From an optimization exercise on the open Yosys and OpenROAD flow, aimed at small area, a short achievable clock period and few clock cycles; shortcuts taken in it are not production practice.

==> job 4254: inputs <==
==> flow/design.v <==
`timescale 1ns / 1ps
module PPCPU(Clock, reset, PC, inst, dmem_we, dmem_addr, dmem_wdata, dmem_rdata,
    rf_we, rf_wn, rf_wd
    );
	input Clock, reset;
	output [31:0] PC;		 
	input [31:0] inst;		 
	output dmem_we;			 
	output [4:0] dmem_addr;		 
	output [31:0] dmem_wdata;	 
	input [31:0] dmem_rdata;	 
	output rf_we;			 
	output [4:0] rf_wn;
	output [31:0] rf_wd;
	reg [7:0] pc;			 
	reg d_v;			 
	reg [31:0] d_inst;
	reg [7:0] d_alt;		 
	reg d_pt;			 
	reg d_fa1, d_fa2, d_faw;	 
	reg d_fb1, d_fb2, d_fbw;	 
	reg e_wreg, e_store, e_beq, e_bne;	 
	reg e_load, e_pt;
	reg [31:0] e_a, e_b;
	reg [4:0] e_k5, e_rd;
	reg [7:0] e_alt;
	reg e_add, e_and, e_or, e_xor, e_srl, e_sll, e_pass;
	reg m_wreg, m_store, m_load;	 
	reg [31:0] m_res;
	reg [4:0] m_addr, m_rd;
	reg w_we;			 
	reg [31:0] w_wd;
	reg [4:0] w_rd;
	reg [31:0] rf [1:31];		 
	reg [31:1] rv;			 
	wire [5:0] f_op = inst[31:26];
	wire f_j  = (f_op == 6'b010010);
	wire f_bt = ((f_op == 6'b001111) | (f_op == 6'b010000)) & inst[25];
	wire [7:0] pc1 = pc + 8'd1;
	wire [7:0] f_btgt = pc1 + inst[17:10];
	wire f_rtype = (f_op == 6'b000000) | (f_op == 6'b000001);
	wire f_shift = (f_op == 6'b000010);
	wire f_itype = (f_op == 6'b000101) | (f_op == 6'b001001) | (f_op == 6'b001010) |
	               (f_op == 6'b001100) | (f_op == 6'b001101);
	wire f_msb   = (f_op == 6'b001110) | (f_op == 6'b001111) | (f_op == 6'b010000);
	wire f_urs = f_rtype | f_itype | f_msb;
	wire f_urt = f_rtype | f_shift | f_msb;
	wire d_load = d_v & (d_inst[31:26] == 6'b001101) & (d_inst[4:0] != 5'd0);
	wire f_stall = d_load & ((f_urs & (inst[9:5] == d_inst[4:0])) |
	                         (f_urt & (inst[4:0] == d_inst[4:0])));
	wire ex_redirect;
	always @(posedge Clock or negedge reset)
		if (!reset) begin
			pc <= 8'd0;
			d_v <= 1'b0;
		end else begin
			if (ex_redirect) pc <= e_alt;
			else if (!f_stall) pc <= f_j ? inst[7:0] : (f_bt ? f_btgt : pc1);
			d_v <= ~ex_redirect & ~f_stall & ~f_j;
		end
	wire id_w;
	wire [4:0] id_dest;
	always @(posedge Clock) begin
		d_inst <= inst;
		d_alt <= f_bt ? pc1 : f_btgt;
		d_pt <= f_bt;
		d_fa1 <= id_w & (inst[9:5] == id_dest);
		d_fa2 <= e_wreg & (inst[9:5] == e_rd);
		d_faw <= m_wreg & (inst[9:5] == m_rd);
		d_fb1 <= id_w & (inst[4:0] == id_dest);
		d_fb2 <= e_wreg & (inst[4:0] == e_rd);
		d_fbw <= m_wreg & (inst[4:0] == m_rd);
	end
	assign PC = {22'b0, pc, 2'b00};
	wire [5:0] op = d_inst[31:26];
	wire [5:0] func = d_inst[25:20];
	wire [4:0] rs = d_inst[9:5];
	wire [4:0] rt = d_inst[4:0];
	wire [4:0] rd = d_inst[14:10];
	wire i_add  = (op == 6'b000000) & (func == 6'b000001);
	wire i_and  = (op == 6'b000001) & (func == 6'b000001);
	wire i_or   = (op == 6'b000001) & (func == 6'b000010);
	wire i_xor  = (op == 6'b000001) & (func == 6'b000100);
	wire i_srl  = (op == 6'b000010) & (func == 6'b000010);
	wire i_sll  = (op == 6'b000010) & (func == 6'b000011);
	wire i_addi = (op == 6'b000101);
	wire i_andi = (op == 6'b001001);
	wire i_ori  = (op == 6'b001010);
	wire i_xori = (op == 6'b001100);
	wire i_lw   = (op == 6'b001101);
	wire i_sw   = (op == 6'b001110);
	wire i_beq  = (op == 6'b001111);
	wire i_bne  = (op == 6'b010000);
	wire r_type = i_add | i_and | i_or | i_xor | i_srl | i_sll;
	wire i_alui = i_addi | i_andi | i_ori | i_xori;
	wire [4:0] dest = r_type ? rd : rt;
	wire wreg = (r_type | i_alui | i_lw) & (dest != 5'd0);
	wire [31:0] immv = {{16{i_addi & d_inst[25]}}, d_inst[25:10]};
	assign id_w = d_v & wreg;
	assign id_dest = dest;
	wire [31:0] res;
	wire [31:0] wd_next = m_load ? dmem_rdata : m_res;
	wire [31:0] opa, opb;
	rf_read RA (.a(rs), .rv(rv), .rf_flat(rf_flat), .fw(d_faw), .wd(w_wd),
	            .f1(d_fa1), .r1(res), .f2(d_fa2), .r2(wd_next), .fx(1'b0), .rx(32'b0), .q(opa));
	rf_read RB (.a(rt), .rv(rv), .rf_flat(rf_flat), .fw(d_fbw), .wd(w_wd),
	            .f1(d_fb1), .r1(res), .f2(d_fb2), .r2(wd_next), .fx(i_alui), .rx(immv), .q(opb));
	wire d_ok = d_v & ~ex_redirect;
	always @(posedge Clock or negedge reset)
		if (!reset) begin
			e_wreg <= 1'b0;
			e_store <= 1'b0;
			e_beq <= 1'b0;
			e_bne <= 1'b0;
		end else begin
			e_wreg <= d_ok & wreg;
			e_store <= d_ok & i_sw;
			e_beq <= d_ok & i_beq;
			e_bne <= d_ok & i_bne;
		end
	always @(posedge Clock) begin
		e_load <= i_lw;
		e_pt <= d_pt;
		e_a <= opa;
		e_b <= opb;
		e_k5 <= (i_srl | i_sll) ? d_inst[19:15] : d_inst[14:10];
		e_rd <= dest;
		e_alt <= d_alt;
		e_add <= i_add | i_addi;
		e_and <= i_and | i_andi;
		e_or <= i_or | i_ori;
		e_xor <= i_xor | i_xori;
		e_srl <= i_srl;
		e_sll <= i_sll;
		e_pass <= i_sw;
	end
	wire [31:0] A = e_a;
	wire [31:0] B = e_b;
	wire [31:0] g, p, c;
	add_pg PG (.a(A), .b(B), .g(g), .p(p));
	add_prefix PF (.g(g), .p(p), .c(c));
	wire [31:0] sum = p ^ {c[30:0], 1'b0};
	wire [31:0] sh = (e_sll ? rev32(B) : B) >> e_k5;
	wire [31:0] other = ({32{e_and}} & g) | ({32{e_or}} & (A | B)) | ({32{e_xor}} & p) |
	                    ({32{e_srl}} & sh) | ({32{e_sll}} & rev32(sh)) | ({32{e_pass}} & B);
	genvar gi;
	generate
		for (gi = 0; gi < 32; gi = gi + 1) begin : rmux
			c_a21o r (.a1(e_add), .a2(sum[gi]), .b1(other[gi]), .x(res[gi]));
		end
	endgenerate
	wire eq = (A == B);
	wire taken = (e_beq & eq) | (e_bne & ~eq);
	assign ex_redirect = (e_beq | e_bne) & (taken ^ e_pt);
	wire [4:0] addr = A[4:0] + e_k5;
	function [31:0] rev32(input [31:0] x);
		integer i;
		for (i = 0; i < 32; i = i + 1) rev32[i] = x[31 - i];
	endfunction
	always @(posedge Clock or negedge reset)
		if (!reset) begin
			m_wreg <= 1'b0;
			m_store <= 1'b0;
		end else begin
			m_wreg <= e_wreg;
			m_store <= e_store;
		end
	always @(posedge Clock) begin
		m_load <= e_load;
		m_res <= res;
		m_addr <= addr;
		m_rd <= e_rd;
	end
	assign dmem_we = m_store;
	assign dmem_addr = m_addr;
	assign dmem_wdata = m_res;
	always @(posedge Clock or negedge reset)
		if (!reset) w_we <= 1'b0;
		else w_we <= m_wreg;
	always @(posedge Clock) begin
		w_wd <= wd_next;
		w_rd <= m_rd;
	end
	assign rf_we = w_we;
	assign rf_wn = w_rd;
	assign rf_wd = w_wd;
	wire [32*32-1:0] rf_flat;
	assign rf_flat[31:0] = 32'b0;
	wire [31:0] wsel = 32'b1 << w_rd;
	genvar g2, b2;
	generate
		for (g2 = 1; g2 < 32; g2 = g2 + 1) begin : regs
			wire we_g = w_we & wsel[g2];
			wire [31:0] nxt;
			for (b2 = 0; b2 < 32; b2 = b2 + 1) begin : bits
				c_ao22 h (.a1(we_g), .a2(w_wd[b2]), .b1(~we_g), .b2(rf[g2][b2]), .x(nxt[b2]));
			end
			assign rf_flat[32*g2+31:32*g2] = rf[g2];
			always @(posedge Clock) rf[g2] <= nxt;
		end
	endgenerate
	always @(posedge Clock or negedge reset)
		if (!reset) rv <= 31'b0;
		else if (w_we) rv[w_rd] <= 1'b1;
endmodule
module rf_read(a, rv, rf_flat, fw, wd, f1, r1, f2, r2, fx, rx, q);
	input [4:0] a;
	input [31:1] rv;
	input [32*32-1:0] rf_flat;
	input fw;
	input [31:0] wd;
	input f1, f2, fx;
	input [31:0] r1, r2, rx;
	output [31:0] q;
	wire kx = fx;
	wire k1 = ~fx & f1;
	wire k2 = ~fx & ~f1 & f2;
	wire kw = ~fx & ~f1 & ~f2 & fw;
	wire kr = ~fx & ~f1 & ~f2 & ~fw;
	wire [31:0] dec = 32'b1 << a;
	wire [31:1] s = dec[31:1] & rv & {31{kr}};	 
	wire [8:1] z = dec[8:1] & ~rv[8:1] & {8{kr}};	 
	wire [3:0] init = {z[8], z[4] | z[5] | z[6] | z[7],
	                   z[2] | z[3] | z[6] | z[7], z[1] | z[3] | z[5] | z[7]};
	genvar b, k;
	generate
		for (b = 0; b < 32; b = b + 1) begin : bits
			wire [11:0] y;
			for (k = 0; k < 10; k = k + 1) begin : t
				c_a222oi c (.a1(s[3*k+1]), .a2(rf_flat[32*(3*k+1)+b]),
				            .b1(s[3*k+2]), .b2(rf_flat[32*(3*k+2)+b]),
				            .c1(s[3*k+3]), .c2(rf_flat[32*(3*k+3)+b]), .y(y[k]));
			end
			c_a222oi c10 (.a1(s[31]), .a2(rf_flat[32*31+b]), .b1(kw), .b2(wd[b]),
			              .c1(k2), .c2(r2[b]), .y(y[10]));
			c_nand2 c11 (.a(kx), .b(rx[b]), .y(y[11]));
			wire tree;
			if (b < 4) begin : lo
				assign tree = ~(&y) | init[b];
			end else begin : hi
				assign tree = ~(&y);
			end
			c_a21o cl (.a1(k1), .a2(r1[b]), .b1(tree), .x(q[b]));
		end
	endgenerate
endmodule
module add_pg(a, b, g, p);
	input [31:0] a, b;
	output [31:0] g, p;
	assign g = a & b;
	assign p = a ^ b;
endmodule
module add_prefix(g, p, c);
	input [31:0] g, p;
	output [31:0] c;		 
	reg [31:0] gg, pp;
	integer l, i, j;
	always @(*) begin
		gg = g;
		pp = p;
		for (l = 0; l < 5; l = l + 1)
			for (i = 0; i < 32; i = i + 1)
				if ((i >> l) & 1) begin
					j = ((i >> l) << l) - 1;
					gg[i] = gg[i] | (pp[i] & gg[j]);
					pp[i] = pp[i] & pp[j];
				end
	end
	assign c = gg;
endmodule
module c_a222oi(a1, a2, b1, b2, c1, c2, y);
	input a1, a2, b1, b2, c1, c2;
	output y;
	assign y = ~((a1 & a2) | (b1 & b2) | (c1 & c2));
endmodule
module c_nand2(a, b, y);
	input a, b;
	output y;
	assign y = ~(a & b);
endmodule
module c_a21o(a1, a2, b1, x);
	input a1, a2, b1;
	output x;
	assign x = (a1 & a2) | b1;
endmodule
module c_ao22(a1, a2, b1, b2, x);
	input a1, a2, b1, b2;
	output x;
	assign x = (a1 & a2) | (b1 & b2);
endmodule
==> flow/flow/run.sh <==
#!/bin/bash
set -euo pipefail
bash standard.sh SETUP_SLACK_MARGIN=6.6 \
  "BUFFER_PORTS_ARGS=-buffer_cell sky130_fd_sc_hd__buf_2" \
  "CTS_ARGS=-sink_clustering_enable -repair_clock_nets -buf_list sky130_fd_sc_hd__clkbuf_8 -dont_use_dummy_load" \
  finish > standard_make.log 2>&1
==> flow/standard.sh <==
#!/bin/bash
# synth_recipe.tcl (not shown) runs the flow's synth.tcl, then flattens the netlist and writes it again
# the make line also repeats each setting of config.mk as NAME=value (left out here)
make -C /OpenROAD-flow-scripts/flow DESIGN_CONFIG=/design/flow/config.mk WORK_HOME=/design/flow/orfs CLKGATE_MAP_FILE= SYNTH_SCRIPT=/design/flow/synth_recipe.tcl "${@:-finish}"
==> flow/config.mk <==
export PLATFORM = sky130hd
export DESIGN_NAME = PPCPU
export DESIGN_NICKNAME = PPCPU
export VERILOG_FILES = /design/flow/design.v
export SDC_FILE = /design/flow/constraint.sdc
export NUM_CORES = 4
export LEC_CHECK = 0
export ABC_CLOCK_PERIOD_IN_PS = 3000
export CAP_MARGIN = 20
export CELL_PAD_IN_SITES_DETAIL_PLACEMENT = 1
export CELL_PAD_IN_SITES_GLOBAL_PLACEMENT = 2
export CORE_MARGIN = 2
export CORE_UTILIZATION = 60
export SLEW_MARGIN = 20
export SYNTH_HIERARCHICAL = 1
==> flow/constraint.sdc <==
create_clock -name core_clock -period 10.0 [get_ports {Clock}]
set_input_delay 2.0000 -clock core_clock [delete_from_list [all_inputs] [get_ports {Clock}]]
set_output_delay 2.0000 -clock core_clock [all_outputs]
set_load 0.01 [all_outputs]
==> job 3884: changes against job 4254 <==
--- a/flow/design.v
+++ b/flow/design.v
@@ -18,6 +18,4 @@
 	reg [7:0] d_alt;		 
 	reg d_pt;			 
-	reg d_fa1, d_fa2, d_faw;	 
-	reg d_fb1, d_fb2, d_fbw;	 
 	reg e_wreg, e_store, e_beq, e_bne;	 
 	reg e_load, e_pt;
@@ -26,4 +24,5 @@
 	reg [7:0] e_alt;
 	reg e_add, e_and, e_or, e_xor, e_srl, e_sll, e_pass;
+	reg e_fa_r, e_fa_m, e_fa_w, e_fb_r, e_fb_m, e_fb_w;
 	reg m_wreg, m_store, m_load;	 
 	reg [31:0] m_res;
@@ -59,16 +58,8 @@
 			d_v <= ~ex_redirect & ~f_stall & ~f_j;
 		end
-	wire id_w;
-	wire [4:0] id_dest;
 	always @(posedge Clock) begin
 		d_inst <= inst;
 		d_alt <= f_bt ? pc1 : f_btgt;
 		d_pt <= f_bt;
-		d_fa1 <= id_w & (inst[9:5] == id_dest);
-		d_fa2 <= e_wreg & (inst[9:5] == e_rd);
-		d_faw <= m_wreg & (inst[9:5] == m_rd);
-		d_fb1 <= id_w & (inst[4:0] == id_dest);
-		d_fb2 <= e_wreg & (inst[4:0] == e_rd);
-		d_fbw <= m_wreg & (inst[4:0] == m_rd);
 	end
 	assign PC = {22'b0, pc, 2'b00};
@@ -96,14 +87,14 @@
 	wire [4:0] dest = r_type ? rd : rt;
 	wire wreg = (r_type | i_alui | i_lw) & (dest != 5'd0);
+	wire use_rs = i_add | i_and | i_or | i_xor | i_alui | i_lw | i_sw | i_beq | i_bne;
+	wire use_rt = r_type | i_sw | i_beq | i_bne;	 
 	wire [31:0] immv = {{16{i_addi & d_inst[25]}}, d_inst[25:10]};
-	assign id_w = d_v & wreg;
-	assign id_dest = dest;
-	wire [31:0] res;
-	wire [31:0] wd_next = m_load ? dmem_rdata : m_res;
-	wire [31:0] opa, opb;
-	rf_read RA (.a(rs), .rv(rv), .rf_flat(rf_flat), .fw(d_faw), .wd(w_wd),
-	            .f1(d_fa1), .r1(res), .f2(d_fa2), .r2(wd_next), .fx(1'b0), .rx(32'b0), .q(opa));
-	rf_read RB (.a(rt), .rv(rv), .rf_flat(rf_flat), .fw(d_fbw), .wd(w_wd),
-	            .f1(d_fb1), .r1(res), .f2(d_fb2), .r2(wd_next), .fx(i_alui), .rx(immv), .q(opb));
+	wire [31:0] qa, qb;
+	rf_read RA (.a(rs), .rv(rv), .rf_flat(rf_flat), .we(w_we), .wn(w_rd), .wd(w_wd), .q(qa));
+	rf_read RB (.a(rt), .rv(rv), .rf_flat(rf_flat), .we(w_we), .wn(w_rd), .wd(w_wd), .q(qb));
+	wire fa_m = use_rs & e_wreg & (rs == e_rd);
+	wire fa_w = use_rs & m_wreg & (rs == m_rd) & ~fa_m;
+	wire fb_m = use_rt & e_wreg & (rt == e_rd);
+	wire fb_w = use_rt & m_wreg & (rt == m_rd) & ~fb_m;
 	wire d_ok = d_v & ~ex_redirect;
 	always @(posedge Clock or negedge reset)
@@ -122,6 +113,6 @@
 		e_load <= i_lw;
 		e_pt <= d_pt;
-		e_a <= opa;
-		e_b <= opb;
+		e_a <= qa;
+		e_b <= i_alui ? immv : qb;
 		e_k5 <= (i_srl | i_sll) ? d_inst[19:15] : d_inst[14:10];
 		e_rd <= dest;
@@ -134,20 +125,19 @@
 		e_sll <= i_sll;
 		e_pass <= i_sw;
-	end
-	wire [31:0] A = e_a;
-	wire [31:0] B = e_b;
-	wire [31:0] g, p, c;
-	add_pg PG (.a(A), .b(B), .g(g), .p(p));
-	add_prefix PF (.g(g), .p(p), .c(c));
-	wire [31:0] sum = p ^ {c[30:0], 1'b0};
+		e_fa_r <= ~fa_m & ~fa_w;
+		e_fa_m <= fa_m;
+		e_fa_w <= fa_w;
+		e_fb_r <= ~fb_m & ~fb_w;
+		e_fb_m <= fb_m;
+		e_fb_w <= fb_w;
+	end
+	wire [31:0] A = ({32{e_fa_r}} & e_a) | ({32{e_fa_m}} & m_res) | ({32{e_fa_w}} & w_wd);
+	wire [31:0] B = ({32{e_fb_r}} & e_b) | ({32{e_fb_m}} & m_res) | ({32{e_fb_w}} & w_wd);
+	wire [31:0] sum;
+	add32 ADD (.a(A), .b(B), .s(sum));
 	wire [31:0] sh = (e_sll ? rev32(B) : B) >> e_k5;
-	wire [31:0] other = ({32{e_and}} & g) | ({32{e_or}} & (A | B)) | ({32{e_xor}} & p) |
-	                    ({32{e_srl}} & sh) | ({32{e_sll}} & rev32(sh)) | ({32{e_pass}} & B);
-	genvar gi;
-	generate
-		for (gi = 0; gi < 32; gi = gi + 1) begin : rmux
-			c_a21o r (.a1(e_add), .a2(sum[gi]), .b1(other[gi]), .x(res[gi]));
-		end
-	endgenerate
+	wire [31:0] res = ({32{e_add}} & sum) | ({32{e_and}} & (A & B)) |
+	                  ({32{e_or}} & (A | B)) | ({32{e_xor}} & (A ^ B)) |
+	                  ({32{e_srl}} & sh) | ({32{e_sll}} & rev32(sh)) | ({32{e_pass}} & B);
 	wire eq = (A == B);
 	wire taken = (e_beq & eq) | (e_bne & ~eq);
@@ -179,5 +169,5 @@
 		else w_we <= m_wreg;
 	always @(posedge Clock) begin
-		w_wd <= wd_next;
+		w_wd <= m_load ? dmem_rdata : m_res;
 		w_rd <= m_rd;
 	end
@@ -188,14 +178,14 @@
 	assign rf_flat[31:0] = 32'b0;
 	wire [31:0] wsel = 32'b1 << w_rd;
-	genvar g2, b2;
+	genvar g, b;
 	generate
-		for (g2 = 1; g2 < 32; g2 = g2 + 1) begin : regs
-			wire we_g = w_we & wsel[g2];
+		for (g = 1; g < 32; g = g + 1) begin : regs
+			wire we_g = w_we & wsel[g];
 			wire [31:0] nxt;
-			for (b2 = 0; b2 < 32; b2 = b2 + 1) begin : bits
-				c_ao22 h (.a1(we_g), .a2(w_wd[b2]), .b1(~we_g), .b2(rf[g2][b2]), .x(nxt[b2]));
+			for (b = 0; b < 32; b = b + 1) begin : bits
+				c_ao22 h (.a1(we_g), .a2(w_wd[b]), .b1(~we_g), .b2(rf[g][b]), .x(nxt[b]));
 			end
-			assign rf_flat[32*g2+31:32*g2] = rf[g2];
-			always @(posedge Clock) rf[g2] <= nxt;
+			assign rf_flat[32*g+31:32*g] = rf[g];
+			always @(posedge Clock) rf[g] <= nxt;
 		end
 	endgenerate
@@ -204,21 +194,16 @@
 		else if (w_we) rv[w_rd] <= 1'b1;
 endmodule
-module rf_read(a, rv, rf_flat, fw, wd, f1, r1, f2, r2, fx, rx, q);
+module rf_read(a, rv, rf_flat, we, wn, wd, q);
 	input [4:0] a;
 	input [31:1] rv;
 	input [32*32-1:0] rf_flat;
-	input fw;
+	input we;
+	input [4:0] wn;
 	input [31:0] wd;
-	input f1, f2, fx;
-	input [31:0] r1, r2, rx;
 	output [31:0] q;
-	wire kx = fx;
-	wire k1 = ~fx & f1;
-	wire k2 = ~fx & ~f1 & f2;
-	wire kw = ~fx & ~f1 & ~f2 & fw;
-	wire kr = ~fx & ~f1 & ~f2 & ~fw;
+	wire wt = we && (wn == a) && (a != 5'd0);
 	wire [31:0] dec = 32'b1 << a;
-	wire [31:1] s = dec[31:1] & rv & {31{kr}};	 
-	wire [8:1] z = dec[8:1] & ~rv[8:1] & {8{kr}};	 
+	wire [31:1] s = dec[31:1] & rv & {31{~wt}};	 
+	wire [8:1] z = dec[8:1] & ~rv[8:1] & {8{~wt}};	 
 	wire [3:0] init = {z[8], z[4] | z[5] | z[6] | z[7],
 	                   z[2] | z[3] | z[6] | z[7], z[1] | z[3] | z[5] | z[7]};
@@ -226,5 +211,5 @@
 	generate
 		for (b = 0; b < 32; b = b + 1) begin : bits
-			wire [11:0] y;
+			wire [10:0] y;
 			for (k = 0; k < 10; k = k + 1) begin : t
 				c_a222oi c (.a1(s[3*k+1]), .a2(rf_flat[32*(3*k+1)+b]),
@@ -232,40 +217,31 @@
 				            .c1(s[3*k+3]), .c2(rf_flat[32*(3*k+3)+b]), .y(y[k]));
 			end
-			c_a222oi c10 (.a1(s[31]), .a2(rf_flat[32*31+b]), .b1(kw), .b2(wd[b]),
-			              .c1(k2), .c2(r2[b]), .y(y[10]));
-			c_nand2 c11 (.a(kx), .b(rx[b]), .y(y[11]));
-			wire tree;
+			c_a22oi c10 (.a1(s[31]), .a2(rf_flat[32*31+b]), .b1(wt), .b2(wd[b]), .y(y[10]));
 			if (b < 4) begin : lo
-				assign tree = ~(&y) | init[b];
+				assign q[b] = ~(&y) | init[b];
 			end else begin : hi
-				assign tree = ~(&y);
+				assign q[b] = ~(&y);
 			end
-			c_a21o cl (.a1(k1), .a2(r1[b]), .b1(tree), .x(q[b]));
 		end
 	endgenerate
 endmodule
-module add_pg(a, b, g, p);
+module add32(a, b, s);
 	input [31:0] a, b;
-	output [31:0] g, p;
-	assign g = a & b;
-	assign p = a ^ b;
-endmodule
-module add_prefix(g, p, c);
-	input [31:0] g, p;
-	output [31:0] c;		 
-	reg [31:0] gg, pp;
+	output [31:0] s;
+	wire [31:0] g0 = a & b, p0 = a ^ b;
+	reg [31:0] g, p;
 	integer l, i, j;
 	always @(*) begin
-		gg = g;
-		pp = p;
+		g = g0;
+		p = p0;
 		for (l = 0; l < 5; l = l + 1)
 			for (i = 0; i < 32; i = i + 1)
 				if ((i >> l) & 1) begin
 					j = ((i >> l) << l) - 1;
-					gg[i] = gg[i] | (pp[i] & gg[j]);
-					pp[i] = pp[i] & pp[j];
+					g[i] = g[i] | (p[i] & g[j]);
+					p[i] = p[i] & p[j];
 				end
 	end
-	assign c = gg;
+	assign s = p0 ^ {g[30:0], 1'b0};
 endmodule
 module c_a222oi(a1, a2, b1, b2, c1, c2, y);
@@ -274,13 +250,8 @@
 	assign y = ~((a1 & a2) | (b1 & b2) | (c1 & c2));
 endmodule
-module c_nand2(a, b, y);
-	input a, b;
+module c_a22oi(a1, a2, b1, b2, y);
+	input a1, a2, b1, b2;
 	output y;
-	assign y = ~(a & b);
-endmodule
-module c_a21o(a1, a2, b1, x);
-	input a1, a2, b1;
-	output x;
-	assign x = (a1 & a2) | b1;
+	assign y = ~((a1 & a2) | (b1 & b2));
 endmodule
 module c_ao22(a1, a2, b1, b2, x);
==> flow/flow/run.sh (replaced) <==
#!/bin/bash
set -euo pipefail
bash standard.sh SETUP_SLACK_MARGIN=6.5 finish > standard_make.log 2>&1
--- a/flow/config.mk
+++ b/flow/config.mk
@@ -11,5 +11,5 @@
 export CELL_PAD_IN_SITES_GLOBAL_PLACEMENT = 2
 export CORE_MARGIN = 2
-export CORE_UTILIZATION = 60
+export CORE_UTILIZATION = 35
 export SLEW_MARGIN = 20
 export SYNTH_HIERARCHICAL = 1
==> comparison <==
Job 4254 never finished: it broke off in global placement without I/O (3_1_place_gp_skip_io) on GPL-0301. Job 3884 completed without violations.
In job 4254 the area after synthesis is lower than in job 3884, by 1.7%.
Against job 4254, the synthesized cell count of job 3884 is higher by about 1.1%.
==> figures <==
quantity	job 3884	job 4254
Post-Syn Area per Cell	11.3 sq um	11.2 sq um
Initial core utilization	35.2%	60.7%
Die height	400 microns	304 microns
Count of mapped cells out of synthesis	4853	4800
Horiz. Die Dim	400 microns	304 microns
Run status	timing/DRC/antenna clean	stopped before the end
Stage where the flow stopped	-	global placement without I/O (3_1_place_gp_skip_io)
Post-synthesis instance area	0.0548 sq mm	0.0539 sq mm
Cell Rows	145	109
Total number of yosys warnings	10	10
No functional check of the RTL was part of any run of this note.

==> port drivers added, routing unchanged <==
How much do the figures lean on ideal ports? The routed layout below was timed once more, with nothing changed but the port constraints. Step 1: set_driving_cell puts a clkbuf_16 on Clock and a buf_2 on each other input, an assumption about the parent block. Step 2, shift: input delay + t, output delay - t, t = (earliest + latest rising clock arrival at the registers) / 2. This alone moves slack from input paths to output paths. Slacks: no drivers / after step 1 / after step 2; pairs: no drivers / after step 1.
run: job 3884
t, ns: 0.872
setup slack, ns: 5.803 / 5.803 / 5.575
worst register clock-pin slew, ns: 0.07 / 0.07
After both steps job 3884 still meets setup and hold. For job 3884, drivers alone change the setup slack by 0.000 ns; drivers and shift together by -0.228 ns.
